What follows belongs to an exercise in optimizing a design on an open flow for small area, a short achievable clock period and few clock cycles; a production flow would make more cautious choices. Function not checked in this run: the RTL went through the layout flow alone.

$ cat design/flow/design.v
module booth_mul64(op_done, result, clk, reset_n, multiplier, multiplicand, op_start, op_clear);
  input clk, reset_n, op_start, op_clear;
  input [63:0] multiplier, multiplicand;
  output op_done;
  output [127:0] result;
  reg busy, fin, done;    
  reg [2:0] cnt;
  reg [63:0] M;           
  reg [64:0] acc;         
  reg [8:0] cv;          
  reg [63:0] Q;           
  assign op_done = done;
  assign result = {acc[63:0], Q};
  always @(posedge clk or negedge reset_n)
    if (!reset_n) begin
      busy <= 1'b0;
      fin <= 1'b0;
      done <= 1'b0;
    end else if (!op_start || op_clear) begin
      busy <= 1'b0;
      fin <= 1'b0;
      done <= 1'b0;
    end else if (busy) begin
      if (cnt == 3'd7) begin
        busy <= 1'b0;
        fin <= 1'b1;
      end
    end else if (fin) begin
      fin <= 1'b0;
      done <= 1'b1;
    end else if (!done) begin
      busy <= 1'b1;
    end
  always @(posedge clk)
    if (busy) cnt <= cnt + 1'b1;
    else cnt <= 3'd0;
  reg [3:0] one, two, ng;
  wire [8:0] bq = busy ? Q[15:7] : {multiplier[7:0], 1'b0};
  always @(posedge clk) begin
    one[0] <= bq[1] ^ bq[0];
    two[0] <= (bq[2] & ~bq[1] & ~bq[0]) | (~bq[2] & bq[1] & bq[0]);
    ng[0] <= bq[2];
    one[1] <= bq[3] ^ bq[2];
    two[1] <= (bq[4] & ~bq[3] & ~bq[2]) | (~bq[4] & bq[3] & bq[2]);
    ng[1] <= bq[4];
    one[2] <= bq[5] ^ bq[4];
    two[2] <= (bq[6] & ~bq[5] & ~bq[4]) | (~bq[6] & bq[5] & bq[4]);
    ng[2] <= bq[6];
    one[3] <= bq[7] ^ bq[6];
    two[3] <= (bq[8] & ~bq[7] & ~bq[6]) | (~bq[8] & bq[7] & bq[6]);
    ng[3] <= bq[8];
  end
  wire ngn = Q[9] & (cnt != 3'd7);
  wire [64:0] ma = {M[63], M};
  wire [65:0] ma2 = {M[63], M, 1'b0};
  wire [64:0] p0 = (({65{one[0]}} & ma) | ({65{two[0]}} & ma2[64:0])) ^ {65{ng[0]}};
  wire [64:0] p1 = (({65{one[1]}} & ma) | ({65{two[1]}} & ma2[64:0])) ^ {65{ng[1]}};
  wire [64:0] p2 = (({65{one[2]}} & ma) | ({65{two[2]}} & ma2[64:0])) ^ {65{ng[2]}};
  wire [64:0] p3 = (({65{one[3]}} & ma) | ({65{two[3]}} & ma2[64:0])) ^ {65{ng[3]}};
  wire t1, t2, t3, t4, t5, t6, t7, t8, t9, t10, t11, t12, t13, t14, t15, t16, t17, t18, t19, t20, t21, t22, t23, t24, t25, t26, t27, t28, t29, t30, t31, t32, t33, t34, t35, t36, t37, t38, t39, t40, t41, t42, t43, t44, t45, t46, t47, t48, t49, t50, t51, t52, t53, t54, t55, t56, t57, t58, t59, t60, t61, t62, t63, t64, t65, t66, t67, t68, t69, t70, t71, t72, t73, t74, t75, t76, t77, t78, t79, t80, t81, t82, t83, t84, t85, t86, t87, t88, t89, t90, t91, t92, t93, t94, t95, t96, t97, t98, t99, t100, t101, t102, t103, t104, t105, t106, t107, t108, t109, t110, t111, t112, t113, t114, t115, t116, t117, t118, t119, t120, t121, t122, t123, t124, t125, t126, t127, t128, t129, t130, t131, t132, t133, t134, t135, t136, t137, t138, t139, t140, t141, t142, t143, t144, t145, t146, t147, t148, t149, t150, t151, t152, t153, t154, t155, t156, t157, t158, t159, t160, t161, t162, t163, t164, t165, t166, t167, t168, t169, t170, t171, t172, t173, t174, t175, t176, t177, t178, t179, t180, t181, t182, t183, t184, t185, t186, t187, t188, t189, t190, t191, t192, t193, t194, t195, t196, t197, t198, t199, t200, t201, t202, t203, t204, t205, t206, t207, t208, t209, t210, t211, t212, t213, t214, t215, t216, t217, t218, t219, t220, t221, t222, t223, t224, t225, t226, t227, t228, t229, t230, t231, t232, t233, t234, t235, t236, t237, t238, t239, t240, t241, t242, t243, t244, t245, t246, t247, t248, t249, t250, t251, t252, t253, t254, t255, t256, t257, t258, t259, t260, t261, t262, t263, t264, t265, t266, t267, t268, t269, t270, t271, t272, t273, t274, t275, t276, t277, t278, t279, t280, t281, t282, t283, t284, t285, t286, t287, t288, t289, t290, t291, t292, t293, t294, t295, t296, t297, t298, t299, t300, t301, t302, t303, t304, t305, t306, t307, t308, t309, t310, t311, t312, t313, t314, t315, t316, t317, t318, t319, t320, t321, t322, t323, t324, t325, t326, t327, t328, t329, t330, t331, t332, t333, t334, t335, t336, t337, t338, t339, t340, t341, t342, t343, t344, t345, t346, t347, t348, t349, t350, t351, t352, t353, t354, t355, t356, t357, t358, t359, t360, t361, t362, t363, t364, t365, t366, t367, t368, t369, t370, t371, t372, t373, t374, t375, t376, t377, t378, t379, t380, t381, t382, t383, t384, t385, t386, t387, t388, t389, t390, t391, t392, t393, t394, t395, t396, t397, t398, t399, t400, t401, t402, t403, t404, t405, t406, t407, t408, t409, t410, t411, t412, t413, t414, t415, t416, t417, t418, t419, t420, t421, t422, t423, t424, t425, t426, t427, t428, t429, t430, t431, t432, t433, t434, t435, t436, t437, t438, t439, t440, t441, t442, t443, t444, t445, t446, t447, t448, t449, t450, t451, t452, t453, t454, t455, t456, t457, t458, t459, t460, t461, t462, t463, t464, t465, t466, t467, t468, t469, t470, t471, t472, t473, t474, t475, t476, t477, t478, t479, t480, t481, t482, t483, t484, t485, t486, t487, t488, t489, t490, t491, t492, t493, t494, t495, t496, t497, t498;
  assign t1 = acc[2] ^ p0[2] ^ p1[0];
  assign t2 = (acc[2] & p0[2]) | (p1[0] & (acc[2] ^ p0[2]));
  assign t3 = acc[3] ^ p0[3] ^ p1[1];
  assign t4 = (acc[3] & p0[3]) | (p1[1] & (acc[3] ^ p0[3]));
  assign t5 = acc[4] ^ p0[4] ^ p1[2];
  assign t6 = (acc[4] & p0[4]) | (p1[2] & (acc[4] ^ p0[4]));
  assign t7 = acc[5] ^ p0[5] ^ p1[3];
  assign t8 = (acc[5] & p0[5]) | (p1[3] & (acc[5] ^ p0[5]));
  assign t9 = acc[6] ^ p0[6] ^ p1[4];
  assign t10 = (acc[6] & p0[6]) | (p1[4] & (acc[6] ^ p0[6]));
  assign t11 = p2[2] ^ p3[0] ^ ng[3];
  assign t12 = (p2[2] & p3[0]) | (ng[3] & (p2[2] ^ p3[0]));
  assign t13 = acc[7] ^ p0[7] ^ p1[5];
  assign t14 = (acc[7] & p0[7]) | (p1[5] & (acc[7] ^ p0[7]));
  assign t15 = acc[8] ^ p0[8] ^ p1[6];
  assign t16 = (acc[8] & p0[8]) | (p1[6] & (acc[8] ^ p0[8]));
  assign t17 = p2[4] ^ p3[2] ^ ngn;
  assign t18 = (p2[4] & p3[2]) | (ngn & (p2[4] ^ p3[2]));
  assign t19 = acc[9] ^ p0[9] ^ p1[7];
  assign t20 = (acc[9] & p0[9]) | (p1[7] & (acc[9] ^ p0[9]));
  assign t21 = acc[10] ^ p0[10] ^ p1[8];
  assign t22 = (acc[10] & p0[10]) | (p1[8] & (acc[10] ^ p0[10]));
  assign t23 = acc[11] ^ p0[11] ^ p1[9];
  assign t24 = (acc[11] & p0[11]) | (p1[9] & (acc[11] ^ p0[11]));
  assign t25 = acc[12] ^ p0[12] ^ p1[10];
  assign t26 = (acc[12] & p0[12]) | (p1[10] & (acc[12] ^ p0[12]));
  assign t27 = acc[13] ^ p0[13] ^ p1[11];
  assign t28 = (acc[13] & p0[13]) | (p1[11] & (acc[13] ^ p0[13]));
  assign t29 = acc[14] ^ p0[14] ^ p1[12];
  assign t30 = (acc[14] & p0[14]) | (p1[12] & (acc[14] ^ p0[14]));
  assign t31 = acc[15] ^ p0[15] ^ p1[13];
  assign t32 = (acc[15] & p0[15]) | (p1[13] & (acc[15] ^ p0[15]));
  assign t33 = acc[16] ^ p0[16] ^ p1[14];
  assign t34 = (acc[16] & p0[16]) | (p1[14] & (acc[16] ^ p0[16]));
  assign t35 = acc[17] ^ p0[17] ^ p1[15];
  assign t36 = (acc[17] & p0[17]) | (p1[15] & (acc[17] ^ p0[17]));
  assign t37 = acc[18] ^ p0[18] ^ p1[16];
  assign t38 = (acc[18] & p0[18]) | (p1[16] & (acc[18] ^ p0[18]));
  assign t39 = acc[19] ^ p0[19] ^ p1[17];
  assign t40 = (acc[19] & p0[19]) | (p1[17] & (acc[19] ^ p0[19]));
  assign t41 = acc[20] ^ p0[20] ^ p1[18];
  assign t42 = (acc[20] & p0[20]) | (p1[18] & (acc[20] ^ p0[20]));
  assign t43 = acc[21] ^ p0[21] ^ p1[19];
  assign t44 = (acc[21] & p0[21]) | (p1[19] & (acc[21] ^ p0[21]));
  assign t45 = acc[22] ^ p0[22] ^ p1[20];
  assign t46 = (acc[22] & p0[22]) | (p1[20] & (acc[22] ^ p0[22]));
  assign t47 = acc[23] ^ p0[23] ^ p1[21];
  assign t48 = (acc[23] & p0[23]) | (p1[21] & (acc[23] ^ p0[23]));
  assign t49 = acc[24] ^ p0[24] ^ p1[22];
  assign t50 = (acc[24] & p0[24]) | (p1[22] & (acc[24] ^ p0[24]));
  assign t51 = acc[25] ^ p0[25] ^ p1[23];
  assign t52 = (acc[25] & p0[25]) | (p1[23] & (acc[25] ^ p0[25]));
  assign t53 = acc[26] ^ p0[26] ^ p1[24];
  assign t54 = (acc[26] & p0[26]) | (p1[24] & (acc[26] ^ p0[26]));
  assign t55 = acc[27] ^ p0[27] ^ p1[25];
  assign t56 = (acc[27] & p0[27]) | (p1[25] & (acc[27] ^ p0[27]));
  assign t57 = acc[28] ^ p0[28] ^ p1[26];
  assign t58 = (acc[28] & p0[28]) | (p1[26] & (acc[28] ^ p0[28]));
  assign t59 = acc[29] ^ p0[29] ^ p1[27];
  assign t60 = (acc[29] & p0[29]) | (p1[27] & (acc[29] ^ p0[29]));
  assign t61 = acc[30] ^ p0[30] ^ p1[28];
  assign t62 = (acc[30] & p0[30]) | (p1[28] & (acc[30] ^ p0[30]));
  assign t63 = acc[31] ^ p0[31] ^ p1[29];
  assign t64 = (acc[31] & p0[31]) | (p1[29] & (acc[31] ^ p0[31]));
  assign t65 = acc[32] ^ p0[32] ^ p1[30];
  assign t66 = (acc[32] & p0[32]) | (p1[30] & (acc[32] ^ p0[32]));
  assign t67 = acc[33] ^ p0[33] ^ p1[31];
  assign t68 = (acc[33] & p0[33]) | (p1[31] & (acc[33] ^ p0[33]));
  assign t69 = acc[34] ^ p0[34] ^ p1[32];
  assign t70 = (acc[34] & p0[34]) | (p1[32] & (acc[34] ^ p0[34]));
  assign t71 = acc[35] ^ p0[35] ^ p1[33];
  assign t72 = (acc[35] & p0[35]) | (p1[33] & (acc[35] ^ p0[35]));
  assign t73 = acc[36] ^ p0[36] ^ p1[34];
  assign t74 = (acc[36] & p0[36]) | (p1[34] & (acc[36] ^ p0[36]));
  assign t75 = acc[37] ^ p0[37] ^ p1[35];
  assign t76 = (acc[37] & p0[37]) | (p1[35] & (acc[37] ^ p0[37]));
  assign t77 = acc[38] ^ p0[38] ^ p1[36];
  assign t78 = (acc[38] & p0[38]) | (p1[36] & (acc[38] ^ p0[38]));
  assign t79 = acc[39] ^ p0[39] ^ p1[37];
  assign t80 = (acc[39] & p0[39]) | (p1[37] & (acc[39] ^ p0[39]));
  assign t81 = acc[40] ^ p0[40] ^ p1[38];
  assign t82 = (acc[40] & p0[40]) | (p1[38] & (acc[40] ^ p0[40]));
  assign t83 = acc[41] ^ p0[41] ^ p1[39];
  assign t84 = (acc[41] & p0[41]) | (p1[39] & (acc[41] ^ p0[41]));
  assign t85 = acc[42] ^ p0[42] ^ p1[40];
  assign t86 = (acc[42] & p0[42]) | (p1[40] & (acc[42] ^ p0[42]));
  assign t87 = acc[43] ^ p0[43] ^ p1[41];
  assign t88 = (acc[43] & p0[43]) | (p1[41] & (acc[43] ^ p0[43]));
  assign t89 = acc[44] ^ p0[44] ^ p1[42];
  assign t90 = (acc[44] & p0[44]) | (p1[42] & (acc[44] ^ p0[44]));
  assign t91 = acc[45] ^ p0[45] ^ p1[43];
  assign t92 = (acc[45] & p0[45]) | (p1[43] & (acc[45] ^ p0[45]));
  assign t93 = acc[46] ^ p0[46] ^ p1[44];
  assign t94 = (acc[46] & p0[46]) | (p1[44] & (acc[46] ^ p0[46]));
  assign t95 = acc[47] ^ p0[47] ^ p1[45];
  assign t96 = (acc[47] & p0[47]) | (p1[45] & (acc[47] ^ p0[47]));
  assign t97 = acc[48] ^ p0[48] ^ p1[46];
  assign t98 = (acc[48] & p0[48]) | (p1[46] & (acc[48] ^ p0[48]));
  assign t99 = acc[49] ^ p0[49] ^ p1[47];
  assign t100 = (acc[49] & p0[49]) | (p1[47] & (acc[49] ^ p0[49]));
  assign t101 = acc[50] ^ p0[50] ^ p1[48];
  assign t102 = (acc[50] & p0[50]) | (p1[48] & (acc[50] ^ p0[50]));
  assign t103 = acc[51] ^ p0[51] ^ p1[49];
  assign t104 = (acc[51] & p0[51]) | (p1[49] & (acc[51] ^ p0[51]));
  assign t105 = acc[52] ^ p0[52] ^ p1[50];
  assign t106 = (acc[52] & p0[52]) | (p1[50] & (acc[52] ^ p0[52]));
  assign t107 = acc[53] ^ p0[53] ^ p1[51];
  assign t108 = (acc[53] & p0[53]) | (p1[51] & (acc[53] ^ p0[53]));
  assign t109 = acc[54] ^ p0[54] ^ p1[52];
  assign t110 = (acc[54] & p0[54]) | (p1[52] & (acc[54] ^ p0[54]));
  assign t111 = acc[55] ^ p0[55] ^ p1[53];
  assign t112 = (acc[55] & p0[55]) | (p1[53] & (acc[55] ^ p0[55]));
  assign t113 = acc[56] ^ p0[56] ^ p1[54];
  assign t114 = (acc[56] & p0[56]) | (p1[54] & (acc[56] ^ p0[56]));
  assign t115 = acc[57] ^ p0[57] ^ p1[55];
  assign t116 = (acc[57] & p0[57]) | (p1[55] & (acc[57] ^ p0[57]));
  assign t117 = acc[58] ^ p0[58] ^ p1[56];
  assign t118 = (acc[58] & p0[58]) | (p1[56] & (acc[58] ^ p0[58]));
  assign t119 = acc[59] ^ p0[59] ^ p1[57];
  assign t120 = (acc[59] & p0[59]) | (p1[57] & (acc[59] ^ p0[59]));
  assign t121 = acc[60] ^ p0[60] ^ p1[58];
  assign t122 = (acc[60] & p0[60]) | (p1[58] & (acc[60] ^ p0[60]));
  assign t123 = acc[61] ^ p0[61] ^ p1[59];
  assign t124 = (acc[61] & p0[61]) | (p1[59] & (acc[61] ^ p0[61]));
  assign t125 = acc[62] ^ p0[62] ^ p1[60];
  assign t126 = (acc[62] & p0[62]) | (p1[60] & (acc[62] ^ p0[62]));
  assign t127 = acc[63] ^ p0[63] ^ p1[61];
  assign t128 = (acc[63] & p0[63]) | (p1[61] & (acc[63] ^ p0[63]));
  assign t129 = ~acc[64] ^ ~p0[64] ^ p1[62];
  assign t130 = (~acc[64] & ~p0[64]) | (p1[62] & (~acc[64] ^ ~p0[64]));
  assign t131 = 1'b1 ^ p1[63] ^ p2[61];
  assign t132 = (1'b1 & p1[63]) | (p2[61] & (1'b1 ^ p1[63]));
  assign t133 = ~p1[64] ^ p2[62] ^ p3[60];
  assign t134 = (~p1[64] & p2[62]) | (p3[60] & (~p1[64] ^ p2[62]));
  assign t135 = 1'b1 ^ p2[63] ^ p3[61];
  assign t136 = (1'b1 & p2[63]) | (p3[61] & (1'b1 ^ p2[63]));
  assign t137 = p2[0] ^ ng[2] ^ t5;
  assign t138 = (p2[0] & ng[2]) | (t5 & (p2[0] ^ ng[2]));
  assign t139 = p2[1] ^ t7 ^ t6;
  assign t140 = (p2[1] & t7) | (t6 & (p2[1] ^ t7));
  assign t141 = t9 ^ t11 ^ t8;
  assign t142 = (t9 & t11) | (t8 & (t9 ^ t11));
  assign t143 = p2[3] ^ p3[1] ^ t13;
  assign t144 = (p2[3] & p3[1]) | (t13 & (p2[3] ^ p3[1]));
  assign t145 = t10 ^ t12 ^ t143;
  assign t146 = (t10 & t12) | (t143 & (t10 ^ t12));
  assign t147 = t15 ^ t17 ^ t14;
  assign t148 = (t15 & t17) | (t14 & (t15 ^ t17));
  assign t149 = p2[5] ^ p3[3] ^ t19;
  assign t150 = (p2[5] & p3[3]) | (t19 & (p2[5] ^ p3[3]));
  assign t151 = t16 ^ t18 ^ t149;
  assign t152 = (t16 & t18) | (t149 & (t16 ^ t18));
  assign t153 = p2[6] ^ p3[4] ^ t21;
  assign t154 = (p2[6] & p3[4]) | (t21 & (p2[6] ^ p3[4]));
  assign t155 = t20 ^ t153;
  assign t156 = t20 & t153;
  assign t157 = p2[7] ^ p3[5] ^ t23;
  assign t158 = (p2[7] & p3[5]) | (t23 & (p2[7] ^ p3[5]));
  assign t159 = t22 ^ t157;
  assign t160 = t22 & t157;
  assign t161 = p2[8] ^ p3[6] ^ t25;
  assign t162 = (p2[8] & p3[6]) | (t25 & (p2[8] ^ p3[6]));
  assign t163 = t24 ^ t161;
  assign t164 = t24 & t161;
  assign t165 = p2[9] ^ p3[7] ^ t27;
  assign t166 = (p2[9] & p3[7]) | (t27 & (p2[9] ^ p3[7]));
  assign t167 = t26 ^ t165;
  assign t168 = t26 & t165;
  assign t169 = p2[10] ^ p3[8] ^ t29;
  assign t170 = (p2[10] & p3[8]) | (t29 & (p2[10] ^ p3[8]));
  assign t171 = t28 ^ t169;
  assign t172 = t28 & t169;
  assign t173 = p2[11] ^ p3[9] ^ t31;
  assign t174 = (p2[11] & p3[9]) | (t31 & (p2[11] ^ p3[9]));
  assign t175 = t30 ^ t173;
  assign t176 = t30 & t173;
  assign t177 = p2[12] ^ p3[10] ^ t33;
  assign t178 = (p2[12] & p3[10]) | (t33 & (p2[12] ^ p3[10]));
  assign t179 = t32 ^ t177;
  assign t180 = t32 & t177;
  assign t181 = p2[13] ^ p3[11] ^ t35;
  assign t182 = (p2[13] & p3[11]) | (t35 & (p2[13] ^ p3[11]));
  assign t183 = t34 ^ t181;
  assign t184 = t34 & t181;
  assign t185 = p2[14] ^ p3[12] ^ t37;
  assign t186 = (p2[14] & p3[12]) | (t37 & (p2[14] ^ p3[12]));
  assign t187 = t36 ^ t185;
  assign t188 = t36 & t185;
  assign t189 = p2[15] ^ p3[13] ^ t39;
  assign t190 = (p2[15] & p3[13]) | (t39 & (p2[15] ^ p3[13]));
  assign t191 = t38 ^ t189;
  assign t192 = t38 & t189;
  assign t193 = p2[16] ^ p3[14] ^ t41;
  assign t194 = (p2[16] & p3[14]) | (t41 & (p2[16] ^ p3[14]));
  assign t195 = t40 ^ t193;
  assign t196 = t40 & t193;
  assign t197 = p2[17] ^ p3[15] ^ t43;
  assign t198 = (p2[17] & p3[15]) | (t43 & (p2[17] ^ p3[15]));
  assign t199 = t42 ^ t197;
  assign t200 = t42 & t197;
  assign t201 = p2[18] ^ p3[16] ^ t45;
  assign t202 = (p2[18] & p3[16]) | (t45 & (p2[18] ^ p3[16]));
  assign t203 = t44 ^ t201;
  assign t204 = t44 & t201;
  assign t205 = p2[19] ^ p3[17] ^ t47;
  assign t206 = (p2[19] & p3[17]) | (t47 & (p2[19] ^ p3[17]));
  assign t207 = t46 ^ t205;
  assign t208 = t46 & t205;
  assign t209 = p2[20] ^ p3[18] ^ t49;
  assign t210 = (p2[20] & p3[18]) | (t49 & (p2[20] ^ p3[18]));
  assign t211 = t48 ^ t209;
  assign t212 = t48 & t209;
  assign t213 = p2[21] ^ p3[19] ^ t51;
  assign t214 = (p2[21] & p3[19]) | (t51 & (p2[21] ^ p3[19]));
  assign t215 = t50 ^ t213;
  assign t216 = t50 & t213;
  assign t217 = p2[22] ^ p3[20] ^ t53;
  assign t218 = (p2[22] & p3[20]) | (t53 & (p2[22] ^ p3[20]));
  assign t219 = t52 ^ t217;
  assign t220 = t52 & t217;
  assign t221 = p2[23] ^ p3[21] ^ t55;
  assign t222 = (p2[23] & p3[21]) | (t55 & (p2[23] ^ p3[21]));
  assign t223 = t54 ^ t221;
  assign t224 = t54 & t221;
  assign t225 = p2[24] ^ p3[22] ^ t57;
  assign t226 = (p2[24] & p3[22]) | (t57 & (p2[24] ^ p3[22]));
  assign t227 = t56 ^ t225;
  assign t228 = t56 & t225;
  assign t229 = p2[25] ^ p3[23] ^ t59;
  assign t230 = (p2[25] & p3[23]) | (t59 & (p2[25] ^ p3[23]));
  assign t231 = t58 ^ t229;
  assign t232 = t58 & t229;
  assign t233 = p2[26] ^ p3[24] ^ t61;
  assign t234 = (p2[26] & p3[24]) | (t61 & (p2[26] ^ p3[24]));
  assign t235 = t60 ^ t233;
  assign t236 = t60 & t233;
  assign t237 = p2[27] ^ p3[25] ^ t63;
  assign t238 = (p2[27] & p3[25]) | (t63 & (p2[27] ^ p3[25]));
  assign t239 = t62 ^ t237;
  assign t240 = t62 & t237;
  assign t241 = p2[28] ^ p3[26] ^ t65;
  assign t242 = (p2[28] & p3[26]) | (t65 & (p2[28] ^ p3[26]));
  assign t243 = t64 ^ t241;
  assign t244 = t64 & t241;
  assign t245 = p2[29] ^ p3[27] ^ t67;
  assign t246 = (p2[29] & p3[27]) | (t67 & (p2[29] ^ p3[27]));
  assign t247 = t66 ^ t245;
  assign t248 = t66 & t245;
  assign t249 = p2[30] ^ p3[28] ^ t69;
  assign t250 = (p2[30] & p3[28]) | (t69 & (p2[30] ^ p3[28]));
  assign t251 = t68 ^ t249;
  assign t252 = t68 & t249;
  assign t253 = p2[31] ^ p3[29] ^ t71;
  assign t254 = (p2[31] & p3[29]) | (t71 & (p2[31] ^ p3[29]));
  assign t255 = t70 ^ t253;
  assign t256 = t70 & t253;
  assign t257 = p2[32] ^ p3[30] ^ t73;
  assign t258 = (p2[32] & p3[30]) | (t73 & (p2[32] ^ p3[30]));
  assign t259 = t72 ^ t257;
  assign t260 = t72 & t257;
  assign t261 = p2[33] ^ p3[31] ^ t75;
  assign t262 = (p2[33] & p3[31]) | (t75 & (p2[33] ^ p3[31]));
  assign t263 = t74 ^ t261;
  assign t264 = t74 & t261;
  assign t265 = p2[34] ^ p3[32] ^ t77;
  assign t266 = (p2[34] & p3[32]) | (t77 & (p2[34] ^ p3[32]));
  assign t267 = t76 ^ t265;
  assign t268 = t76 & t265;
  assign t269 = p2[35] ^ p3[33] ^ t79;
  assign t270 = (p2[35] & p3[33]) | (t79 & (p2[35] ^ p3[33]));
  assign t271 = t78 ^ t269;
  assign t272 = t78 & t269;
  assign t273 = p2[36] ^ p3[34] ^ t81;
  assign t274 = (p2[36] & p3[34]) | (t81 & (p2[36] ^ p3[34]));
  assign t275 = t80 ^ t273;
  assign t276 = t80 & t273;
  assign t277 = p2[37] ^ p3[35] ^ t83;
  assign t278 = (p2[37] & p3[35]) | (t83 & (p2[37] ^ p3[35]));
  assign t279 = t82 ^ t277;
  assign t280 = t82 & t277;
  assign t281 = p2[38] ^ p3[36] ^ t85;
  assign t282 = (p2[38] & p3[36]) | (t85 & (p2[38] ^ p3[36]));
  assign t283 = t84 ^ t281;
  assign t284 = t84 & t281;
  assign t285 = p2[39] ^ p3[37] ^ t87;
  assign t286 = (p2[39] & p3[37]) | (t87 & (p2[39] ^ p3[37]));
  assign t287 = t86 ^ t285;
  assign t288 = t86 & t285;
  assign t289 = p2[40] ^ p3[38] ^ t89;
  assign t290 = (p2[40] & p3[38]) | (t89 & (p2[40] ^ p3[38]));
  assign t291 = t88 ^ t289;
  assign t292 = t88 & t289;
  assign t293 = p2[41] ^ p3[39] ^ t91;
  assign t294 = (p2[41] & p3[39]) | (t91 & (p2[41] ^ p3[39]));
  assign t295 = t90 ^ t293;
  assign t296 = t90 & t293;
  assign t297 = p2[42] ^ p3[40] ^ t93;
  assign t298 = (p2[42] & p3[40]) | (t93 & (p2[42] ^ p3[40]));
  assign t299 = t92 ^ t297;
  assign t300 = t92 & t297;
  assign t301 = p2[43] ^ p3[41] ^ t95;
  assign t302 = (p2[43] & p3[41]) | (t95 & (p2[43] ^ p3[41]));
  assign t303 = t94 ^ t301;
  assign t304 = t94 & t301;
  assign t305 = p2[44] ^ p3[42] ^ t97;
  assign t306 = (p2[44] & p3[42]) | (t97 & (p2[44] ^ p3[42]));
  assign t307 = t96 ^ t305;
  assign t308 = t96 & t305;
  assign t309 = p2[45] ^ p3[43] ^ t99;
  assign t310 = (p2[45] & p3[43]) | (t99 & (p2[45] ^ p3[43]));
  assign t311 = t98 ^ t309;
  assign t312 = t98 & t309;
  assign t313 = p2[46] ^ p3[44] ^ t101;
  assign t314 = (p2[46] & p3[44]) | (t101 & (p2[46] ^ p3[44]));
  assign t315 = t100 ^ t313;
  assign t316 = t100 & t313;
  assign t317 = p2[47] ^ p3[45] ^ t103;
  assign t318 = (p2[47] & p3[45]) | (t103 & (p2[47] ^ p3[45]));
  assign t319 = t102 ^ t317;
  assign t320 = t102 & t317;
  assign t321 = p2[48] ^ p3[46] ^ t105;
  assign t322 = (p2[48] & p3[46]) | (t105 & (p2[48] ^ p3[46]));
  assign t323 = t104 ^ t321;
  assign t324 = t104 & t321;
  assign t325 = p2[49] ^ p3[47] ^ t107;
  assign t326 = (p2[49] & p3[47]) | (t107 & (p2[49] ^ p3[47]));
  assign t327 = t106 ^ t325;
  assign t328 = t106 & t325;
  assign t329 = p2[50] ^ p3[48] ^ t109;
  assign t330 = (p2[50] & p3[48]) | (t109 & (p2[50] ^ p3[48]));
  assign t331 = t108 ^ t329;
  assign t332 = t108 & t329;
  assign t333 = p2[51] ^ p3[49] ^ t111;
  assign t334 = (p2[51] & p3[49]) | (t111 & (p2[51] ^ p3[49]));
  assign t335 = t110 ^ t333;
  assign t336 = t110 & t333;
  assign t337 = p2[52] ^ p3[50] ^ t113;
  assign t338 = (p2[52] & p3[50]) | (t113 & (p2[52] ^ p3[50]));
  assign t339 = t112 ^ t337;
  assign t340 = t112 & t337;
  assign t341 = p2[53] ^ p3[51] ^ t115;
  assign t342 = (p2[53] & p3[51]) | (t115 & (p2[53] ^ p3[51]));
  assign t343 = t114 ^ t341;
  assign t344 = t114 & t341;
  assign t345 = p2[54] ^ p3[52] ^ t117;
  assign t346 = (p2[54] & p3[52]) | (t117 & (p2[54] ^ p3[52]));
  assign t347 = t116 ^ t345;
  assign t348 = t116 & t345;
  assign t349 = p2[55] ^ p3[53] ^ t119;
  assign t350 = (p2[55] & p3[53]) | (t119 & (p2[55] ^ p3[53]));
  assign t351 = t118 ^ t349;
  assign t352 = t118 & t349;
  assign t353 = p2[56] ^ p3[54] ^ t121;
  assign t354 = (p2[56] & p3[54]) | (t121 & (p2[56] ^ p3[54]));
  assign t355 = t120 ^ t353;
  assign t356 = t120 & t353;
  assign t357 = p2[57] ^ p3[55] ^ t123;
  assign t358 = (p2[57] & p3[55]) | (t123 & (p2[57] ^ p3[55]));
  assign t359 = t122 ^ t357;
  assign t360 = t122 & t357;
  assign t361 = p2[58] ^ p3[56] ^ t125;
  assign t362 = (p2[58] & p3[56]) | (t125 & (p2[58] ^ p3[56]));
  assign t363 = t124 ^ t361;
  assign t364 = t124 & t361;
  assign t365 = p2[59] ^ p3[57] ^ t127;
  assign t366 = (p2[59] & p3[57]) | (t127 & (p2[59] ^ p3[57]));
  assign t367 = t126 ^ t365;
  assign t368 = t126 & t365;
  assign t369 = p2[60] ^ p3[58] ^ t129;
  assign t370 = (p2[60] & p3[58]) | (t129 & (p2[60] ^ p3[58]));
  assign t371 = t128 ^ t369;
  assign t372 = t128 & t369;
  assign t373 = p3[59] ^ t131 ^ t130;
  assign t374 = (p3[59] & t131) | (t130 & (p3[59] ^ t131));
  assign t375 = t147 ^ t144;
  assign t376 = t147 & t144;
  assign t377 = t151 ^ t148;
  assign t378 = t151 & t148;
  assign t379 = t155 ^ t150 ^ t152;
  assign t380 = (t155 & t150) | (t152 & (t155 ^ t150));
  assign t381 = t159 ^ t154 ^ t156;
  assign t382 = (t159 & t154) | (t156 & (t159 ^ t154));
  assign t383 = t163 ^ t158 ^ t160;
  assign t384 = (t163 & t158) | (t160 & (t163 ^ t158));
  assign t385 = t167 ^ t162 ^ t164;
  assign t386 = (t167 & t162) | (t164 & (t167 ^ t162));
  assign t387 = t171 ^ t166 ^ t168;
  assign t388 = (t171 & t166) | (t168 & (t171 ^ t166));
  assign t389 = t175 ^ t170 ^ t172;
  assign t390 = (t175 & t170) | (t172 & (t175 ^ t170));
  assign t391 = t179 ^ t174 ^ t176;
  assign t392 = (t179 & t174) | (t176 & (t179 ^ t174));
  assign t393 = t183 ^ t178 ^ t180;
  assign t394 = (t183 & t178) | (t180 & (t183 ^ t178));
  assign t395 = t187 ^ t182 ^ t184;
  assign t396 = (t187 & t182) | (t184 & (t187 ^ t182));
  assign t397 = t191 ^ t186 ^ t188;
  assign t398 = (t191 & t186) | (t188 & (t191 ^ t186));
  assign t399 = t195 ^ t190 ^ t192;
  assign t400 = (t195 & t190) | (t192 & (t195 ^ t190));
  assign t401 = t199 ^ t194 ^ t196;
  assign t402 = (t199 & t194) | (t196 & (t199 ^ t194));
  assign t403 = t203 ^ t198 ^ t200;
  assign t404 = (t203 & t198) | (t200 & (t203 ^ t198));
  assign t405 = t207 ^ t202 ^ t204;
  assign t406 = (t207 & t202) | (t204 & (t207 ^ t202));
  assign t407 = t211 ^ t206 ^ t208;
  assign t408 = (t211 & t206) | (t208 & (t211 ^ t206));
  assign t409 = t215 ^ t210 ^ t212;
  assign t410 = (t215 & t210) | (t212 & (t215 ^ t210));
  assign t411 = t219 ^ t214 ^ t216;
  assign t412 = (t219 & t214) | (t216 & (t219 ^ t214));
  assign t413 = t223 ^ t218 ^ t220;
  assign t414 = (t223 & t218) | (t220 & (t223 ^ t218));
  assign t415 = t227 ^ t222 ^ t224;
  assign t416 = (t227 & t222) | (t224 & (t227 ^ t222));
  assign t417 = t231 ^ t226 ^ t228;
  assign t418 = (t231 & t226) | (t228 & (t231 ^ t226));
  assign t419 = t235 ^ t230 ^ t232;
  assign t420 = (t235 & t230) | (t232 & (t235 ^ t230));
  assign t421 = t239 ^ t234 ^ t236;
  assign t422 = (t239 & t234) | (t236 & (t239 ^ t234));
  assign t423 = t243 ^ t238 ^ t240;
  assign t424 = (t243 & t238) | (t240 & (t243 ^ t238));
  assign t425 = t247 ^ t242 ^ t244;
  assign t426 = (t247 & t242) | (t244 & (t247 ^ t242));
  assign t427 = t251 ^ t246 ^ t248;
  assign t428 = (t251 & t246) | (t248 & (t251 ^ t246));
  assign t429 = t255 ^ t250 ^ t252;
  assign t430 = (t255 & t250) | (t252 & (t255 ^ t250));
  assign t431 = t259 ^ t254 ^ t256;
  assign t432 = (t259 & t254) | (t256 & (t259 ^ t254));
  assign t433 = t263 ^ t258 ^ t260;
  assign t434 = (t263 & t258) | (t260 & (t263 ^ t258));
  assign t435 = t267 ^ t262 ^ t264;
  assign t436 = (t267 & t262) | (t264 & (t267 ^ t262));
  assign t437 = t271 ^ t266 ^ t268;
  assign t438 = (t271 & t266) | (t268 & (t271 ^ t266));
  assign t439 = t275 ^ t270 ^ t272;
  assign t440 = (t275 & t270) | (t272 & (t275 ^ t270));
  assign t441 = t279 ^ t274 ^ t276;
  assign t442 = (t279 & t274) | (t276 & (t279 ^ t274));
  assign t443 = t283 ^ t278 ^ t280;
  assign t444 = (t283 & t278) | (t280 & (t283 ^ t278));
  assign t445 = t287 ^ t282 ^ t284;
  assign t446 = (t287 & t282) | (t284 & (t287 ^ t282));
  assign t447 = t291 ^ t286 ^ t288;
  assign t448 = (t291 & t286) | (t288 & (t291 ^ t286));
  assign t449 = t295 ^ t290 ^ t292;
  assign t450 = (t295 & t290) | (t292 & (t295 ^ t290));
  assign t451 = t299 ^ t294 ^ t296;
  assign t452 = (t299 & t294) | (t296 & (t299 ^ t294));
  assign t453 = t303 ^ t298 ^ t300;
  assign t454 = (t303 & t298) | (t300 & (t303 ^ t298));
  assign t455 = t307 ^ t302 ^ t304;
  assign t456 = (t307 & t302) | (t304 & (t307 ^ t302));
  assign t457 = t311 ^ t306 ^ t308;
  assign t458 = (t311 & t306) | (t308 & (t311 ^ t306));
  assign t459 = t315 ^ t310 ^ t312;
  assign t460 = (t315 & t310) | (t312 & (t315 ^ t310));
  assign t461 = t319 ^ t314 ^ t316;
  assign t462 = (t319 & t314) | (t316 & (t319 ^ t314));
  assign t463 = t323 ^ t318 ^ t320;
  assign t464 = (t323 & t318) | (t320 & (t323 ^ t318));
  assign t465 = t327 ^ t322 ^ t324;
  assign t466 = (t327 & t322) | (t324 & (t327 ^ t322));
  assign t467 = t331 ^ t326 ^ t328;
  assign t468 = (t331 & t326) | (t328 & (t331 ^ t326));
  assign t469 = t335 ^ t330 ^ t332;
  assign t470 = (t335 & t330) | (t332 & (t335 ^ t330));
  assign t471 = t339 ^ t334 ^ t336;
  assign t472 = (t339 & t334) | (t336 & (t339 ^ t334));
  assign t473 = t343 ^ t338 ^ t340;
  assign t474 = (t343 & t338) | (t340 & (t343 ^ t338));
  assign t475 = t347 ^ t342 ^ t344;
  assign t476 = (t347 & t342) | (t344 & (t347 ^ t342));
  assign t477 = t351 ^ t346 ^ t348;
  assign t478 = (t351 & t346) | (t348 & (t351 ^ t346));
  assign t479 = t355 ^ t350 ^ t352;
  assign t480 = (t355 & t350) | (t352 & (t355 ^ t350));
  assign t481 = t359 ^ t354 ^ t356;
  assign t482 = (t359 & t354) | (t356 & (t359 ^ t354));
  assign t483 = t363 ^ t358 ^ t360;
  assign t484 = (t363 & t358) | (t360 & (t363 ^ t358));
  assign t485 = t367 ^ t362 ^ t364;
  assign t486 = (t367 & t362) | (t364 & (t367 ^ t362));
  assign t487 = t371 ^ t366 ^ t368;
  assign t488 = (t371 & t366) | (t368 & (t371 ^ t366));
  assign t489 = t373 ^ t370 ^ t372;
  assign t490 = (t373 & t370) | (t372 & (t373 ^ t370));
  assign t491 = t133 ^ t132 ^ t374;
  assign t492 = (t133 & t132) | (t374 & (t133 ^ t132));
  assign t493 = t135 ^ t134;
  assign t494 = t135 & t134;
  assign t495 = ~p2[64] ^ p3[62] ^ t136;
  assign t496 = (~p2[64] & p3[62]) | (t136 & (~p2[64] ^ p3[62]));
  assign t497 = 1'b1 ^ p3[63];
  assign t498 = 1'b1 & p3[63];
  wire [72:0] r0 = {1'b1, 1'b1, ~p3[64], t497, t495, t493, t491, t489, t487, t485, t483, t481, t479, t477, t475, t473, t471, t469, t467, t465, t463, t461, t459, t457, t455, t453, t451, t449, t447, t445, t443, t441, t439, t437, t435, t433, t431, t429, t427, t425, t423, t421, t419, t417, t415, t413, t411, t409, t407, t405, t403, t401, t399, t397, t395, t393, t391, t389, t387, t385, t383, t381, t379, t377, t146, t145, t141, t139, t4, t3, ng[1], acc[1], acc[0]};
  wire [72:0] r1 = {1'b0, 1'b0, t498, t496, t494, t492, t490, t488, t486, t484, t482, t480, t478, t476, t474, t472, t470, t468, t466, t464, t462, t460, t458, t456, t454, t452, t450, t448, t446, t444, t442, t440, t438, t436, t434, t432, t430, t428, t426, t424, t422, t420, t418, t416, t414, t412, t410, t408, t406, t404, t402, t400, t398, t396, t394, t392, t390, t388, t386, t384, t382, t380, t378, t376, t375, t142, t140, t138, t137, t2, t1, p0[1], p0[0]};
  wire [72:0] x;
  wire [9:0] co;
  assign {co[0], x[7:0]} = r0[7:0] + r1[7:0] + cv[0];
  assign {co[1], x[15:8]} = r0[15:8] + r1[15:8] + cv[1];
  assign {co[2], x[23:16]} = r0[23:16] + r1[23:16] + cv[2];
  assign {co[3], x[31:24]} = r0[31:24] + r1[31:24] + cv[3];
  assign {co[4], x[39:32]} = r0[39:32] + r1[39:32] + cv[4];
  assign {co[5], x[47:40]} = r0[47:40] + r1[47:40] + cv[5];
  assign {co[6], x[55:48]} = r0[55:48] + r1[55:48] + cv[6];
  assign {co[7], x[63:56]} = r0[63:56] + r1[63:56] + cv[7];
  assign {co[8], x[71:64]} = r0[71:64] + r1[71:64] + cv[8];
  assign {co[9], x[72:72]} = r0[72:72] + r1[72:72] + 1'b0;
  wire [64:0] cvec = {cv[8], 1'b0, 1'b0, 1'b0, 1'b0, 1'b0, 1'b0, 1'b0, cv[7], 1'b0, 1'b0, 1'b0, 1'b0, 1'b0, 1'b0, 1'b0, cv[6], 1'b0, 1'b0, 1'b0, 1'b0, 1'b0, 1'b0, 1'b0, cv[5], 1'b0, 1'b0, 1'b0, 1'b0, 1'b0, 1'b0, 1'b0, cv[4], 1'b0, 1'b0, 1'b0, 1'b0, 1'b0, 1'b0, 1'b0, cv[3], 1'b0, 1'b0, 1'b0, 1'b0, 1'b0, 1'b0, 1'b0, cv[2], 1'b0, 1'b0, 1'b0, 1'b0, 1'b0, 1'b0, 1'b0, cv[1], 1'b0, 1'b0, 1'b0, 1'b0, 1'b0, 1'b0, 1'b0, cv[0]};
  always @(posedge clk) begin
    M <= multiplicand;
    if (busy) begin
      acc <= x[72:8];
      cv <= co[8:0];
      Q <= {x[7:0], Q[63:8]};
    end else if (fin) begin
      acc <= acc + cvec;
    end else if (!done) begin
      acc <= {64'd0, multiplier[1]};
      cv <= 9'd0;
      Q <= multiplier;
    end
  end
endmodule
$ cat design/flow/flow/run.sh
#!/bin/bash
# Standard ORFS layout (the standard.sh) with two changes:
#  - ports are buffered with buf_1 instead of the flow's default choice;
#  - repair_timing aims for a setup slack margin of 6.5 ns.
set -euo pipefail
export BUFFER_PORTS_ARGS="-buffer_cell sky130_fd_sc_hd__buf_1"
export SETUP_SLACK_MARGIN=6.5
bash standard.sh > standard_make.log 2>&1
$ cat design/flow/standard.sh
#!/bin/bash
# synth_recipe.tcl (not shown) runs the flow's synth.tcl, then flattens the netlist and writes it again
# the make line also repeats each setting of config.mk as NAME=value (left out here)
make -C /OpenROAD-flow-scripts/flow DESIGN_CONFIG=/design/flow/config.mk WORK_HOME=/design/flow/orfs CLKGATE_MAP_FILE= SYNTH_SCRIPT=/design/flow/synth_recipe.tcl "${@:-finish}"
$ cat design/flow/config.mk
export PLATFORM = sky130hd
export DESIGN_NAME = booth_mul64
export DESIGN_NICKNAME = booth_mul64
export VERILOG_FILES = /design/flow/design.v
export SDC_FILE = /design/flow/constraint.sdc
export NUM_CORES = 4
export LEC_CHECK = 0
export CAP_MARGIN = 20
export CORE_MARGIN = 2
export CORE_UTILIZATION = 40
export SLEW_MARGIN = 20
$ cat design/flow/constraint.sdc
create_clock -name core_clock -period 10.0 [get_ports {clk}]
set_input_delay 2.0000 -clock core_clock [delete_from_list [all_inputs] [get_ports {clk}]]
set_output_delay 2.0000 -clock core_clock [all_outputs]
set_load 0.01 [all_outputs]
==> results.txt <==
==> worst max-delay path, cell delays in order (launching register included) <==
cell	delay [ns]
dfxtp_4	0.44
buf_12	0.18
buf_12	0.11
a22oi_2	0.05
xnor2_1	0.17
fa_1	0.49
inv_1	0.05
fa_1	0.48
inv_1	0.05
ha_1	0.26
inv_1	0.04
fa_1	0.53
fa_2	0.23
inv_2	0.04
fa_2	0.38
a21o_1	0.19
a21oi_2	0.18
o21ai_2	0.09
a21oi_2	0.18
o21bai_1	0.08
a21oi_1	0.15
nor2_1	0.05
==> flip-flops by register name, indices dropped and copies added, names as in the netlist <==
register	cells
two	4
M	64
fin	1
Q	64
busy	1
ng	4
one	4
cnt	3
cv	9
acc	65
done	1
==> metrics by stage <==
step / worst slack [ns] / cells / hold slack [ns] / util
6_report: 5.30 / 3301 / 0.430 / 0.487
4_1_cts: 5.36 / 3270 / 0.429 / 0.471
3_5_place_dp: 4.67 / 3160 / 0.420 / 0.428
3_3_place_gp: 4.79 / 3160 / 0.410 / 0.428
2_1_floorplan: 5.62 / 2362 / 0.399 / -
5_1_grt: 5.15 / 3301 / 0.447 / 0.487
==> cell families after synthesis <==
| logic type | count (synthesis) | synth area share |
|---|---|---|
| multiplexers | 62 | 0.0305 |
| flip-flops | 220 | 0.254 |
| XOR/XNOR | 349 | 0.134 |
| AO/OA/AOI/OAI | 478 | 0.149 |
| adder cells (fa/ha/maj) | 337 | 0.253 |
| buffers and inverters | 658 | 0.122 |
| AND/OR/NAND/NOR | 258 | 0.0573 |
==> layer usage <==
layer	up-vias	wire [um]
met5	-	25
met4	4	2740
met3	140	6720
met2	834	35700
met1	8906	29500
li1	8127	-
==> Yosys cell counts (7+ instances only) <==
master    number
xor2_1       183
ha_1         133
xnor2_1      166
nand2b_1       8
nor2_1        52
a21oi_1       41
o31ai_1        8
inv_1        418
nor2b_1       12
edfxtp_1     137
clkbuf_1      73
o22ai_1       34
nor3_1        18
buf_4         65
a22oi_1      252
clkbuf_2      52
o21bai_1      14
dfxtp_1       80
fa_1         204
buf_1         47
or3_1          8
nand3_1       30
a21o_1        21
nor3b_1        7
and3_1         8
nand2_1       73
o211ai_1       9
a21boi_0      10
o21a_1         8
o21ai_0       44
mux2_2        58
nand4_1       10
==> path summary, 6_finish.rpt <==
check	slack [ns]	to	startpoint	cells after the start
setup reg to reg	5.30	cv[2]	one[0]	21
hold reg to reg	0.43	cnt[0]	cnt[0]	1
max in group asynchronous	8.60	busy	reset_n	1
min in group asynchronous	1.22	fin	reset_n	1
setup / recovery	5.30	cv[2]	one[0]	21
hold / removal	0.43	cnt[0]	cnt[0]	1
==> final cells by class <==
| cell class | instances | share of cell area |
|---|---|---|
| clock buffers | 34 | 0.0287 |
| clock inverters | 16 | 0.00594 |
| inverters | 419 | 0.0574 |
| multi-input cells | 1484 | 0.566 |
| flip-flops and latches | 220 | 0.213 |
| well taps | 756 | 0.0345 |
| repair buffers | 372 | 0.0938 |
==> repair_timing <==
| item | in CTS | in global routing |
|---|---|---|
| cloned | 19 | 3 |
| pin swaps | 50 | 102 |
| gates resized for setup | 164 | 118 |
| endpoints found under the setup margin | 76 | 76 |
| buffers inserted | 41 | 28 |
==> results.txt <==
I/O Pins=261; Row Count=87; crit path kind=register to register; CTS Buffer Depth=3; CTS Hold Bufs=0; met3 GRT Util=0.0660; post-synth net total=2831; most frequent cells in the layout=inv_1, buf_1, a22oi_1; DR DRC count=0; Yosys top cell by area=edfxtp_1; Num CTS Buffers=27; register area share after synthesis=0.254; Area growth syn-to-layout=20.4%; Syn Inst Count=2362; Multi-input gate area=15500 um2; vias post-DR=18000; CTS H-tree depth=1; worst relative slew slack=0.337; initial antenna violation count=2; CP Data Arrival Time=5.01 ns; Area after DPL=24100 um2; predominant post-synthesis flop cell=edfxtp_1; Period minus WS final=4.70 ns; FF+latch count, synth=220; clock latency (worst-skew pair)=0.58 ns; final hold violations=0; Root Driver=clkbuf_16; Antenna Diode Count=0; GR Overflow Total=0; drt pass-1 iters=7; Max Cap Viol=0; via/cell ratio=5.46; sequential cell area=5850 um2; area of the die=58800 um2; largest net degree at the start of global routing=70; Slew Limit Fails=0; Yosys warning count=1; core area=56300 um2; status=timing/DRC/antenna clean; Crit. End Element=register; Detail Route Antenna Nets=0; Post-Syn Area=22800 um2; Critical Path Start Type=register; skew final=0.0101 ns; CTS clock-pin slew for the worst setup and hold paths=0.06 ns; top cell type's share of synthesized area=0.181; filler cell count=5191; die width=243 um; design area=27400 um2; Worst EP required=10.30 ns; CTS tree=done; CTS Sinks=220; hold crit path type=register to register; endpoints failing setup=0; Post-synth ARST share=0.0136; first-pass GRT wire length=113000 um; Cell variety after synth=65; met2 GRT Util=0.410; setup TNS=0 ns; RSZ-0062 raised after global routing=yes; vias in the first global route=18800; Avg WL per Cell=22.6 um; EDFF count, synth=137; Final nets=2993; Initial DRC Count=1652; crit-path max FO=7; PortBufs=260; top post-synthesis cells by area=edfxtp_1, fa_1, a22oi_1; ratio of cells with drive above 1 in the final layout=0.204; GR met1 Demand/Resource=0.313; Detail Placement HPWL=48400 um; most common cell after layout, fill and taps aside=inv_1; worst slew pin tran=0.994 ns; gp weighted congestion=0.871; GRT Total Usage=0.247; fmax=0.213 GHz; Post-Route WL=74700 um; syn_area_per_cell=9.64 um2; most used routing layer=met2; Die Height=243 um; fin crit share=0.470; Starting Density=0.404

==> what the ideal ports hide <==
In the flow no input, the clock included, has a driving cell. The finished layout below was timed again as built, in two steps. Step 1 assumes that a clkbuf_16 drives the clock port and a buf_2 every other input. Step 2 moves the port delays by t, midway between the first and last clock arrival at a register: inputs arrive t later, outputs are due t later. That takes back most of the time a late clock gives input paths. Slacks: ideal / step 1 / step 2; pairs: ideal / step 1.
shift t [ns]: 0.630
setup WS [ns]: 5.295 / 5.295 / 5.295
hold WS [ns]: 0.430 / 0.430 / 0.430
slew at the worst register clock pin (ns): 0.07 / 0.07
After both steps setup and hold are still met in this run. For this run, drivers alone change the setup slack by 0.000 ns; drivers and shift together by 0.000 ns.
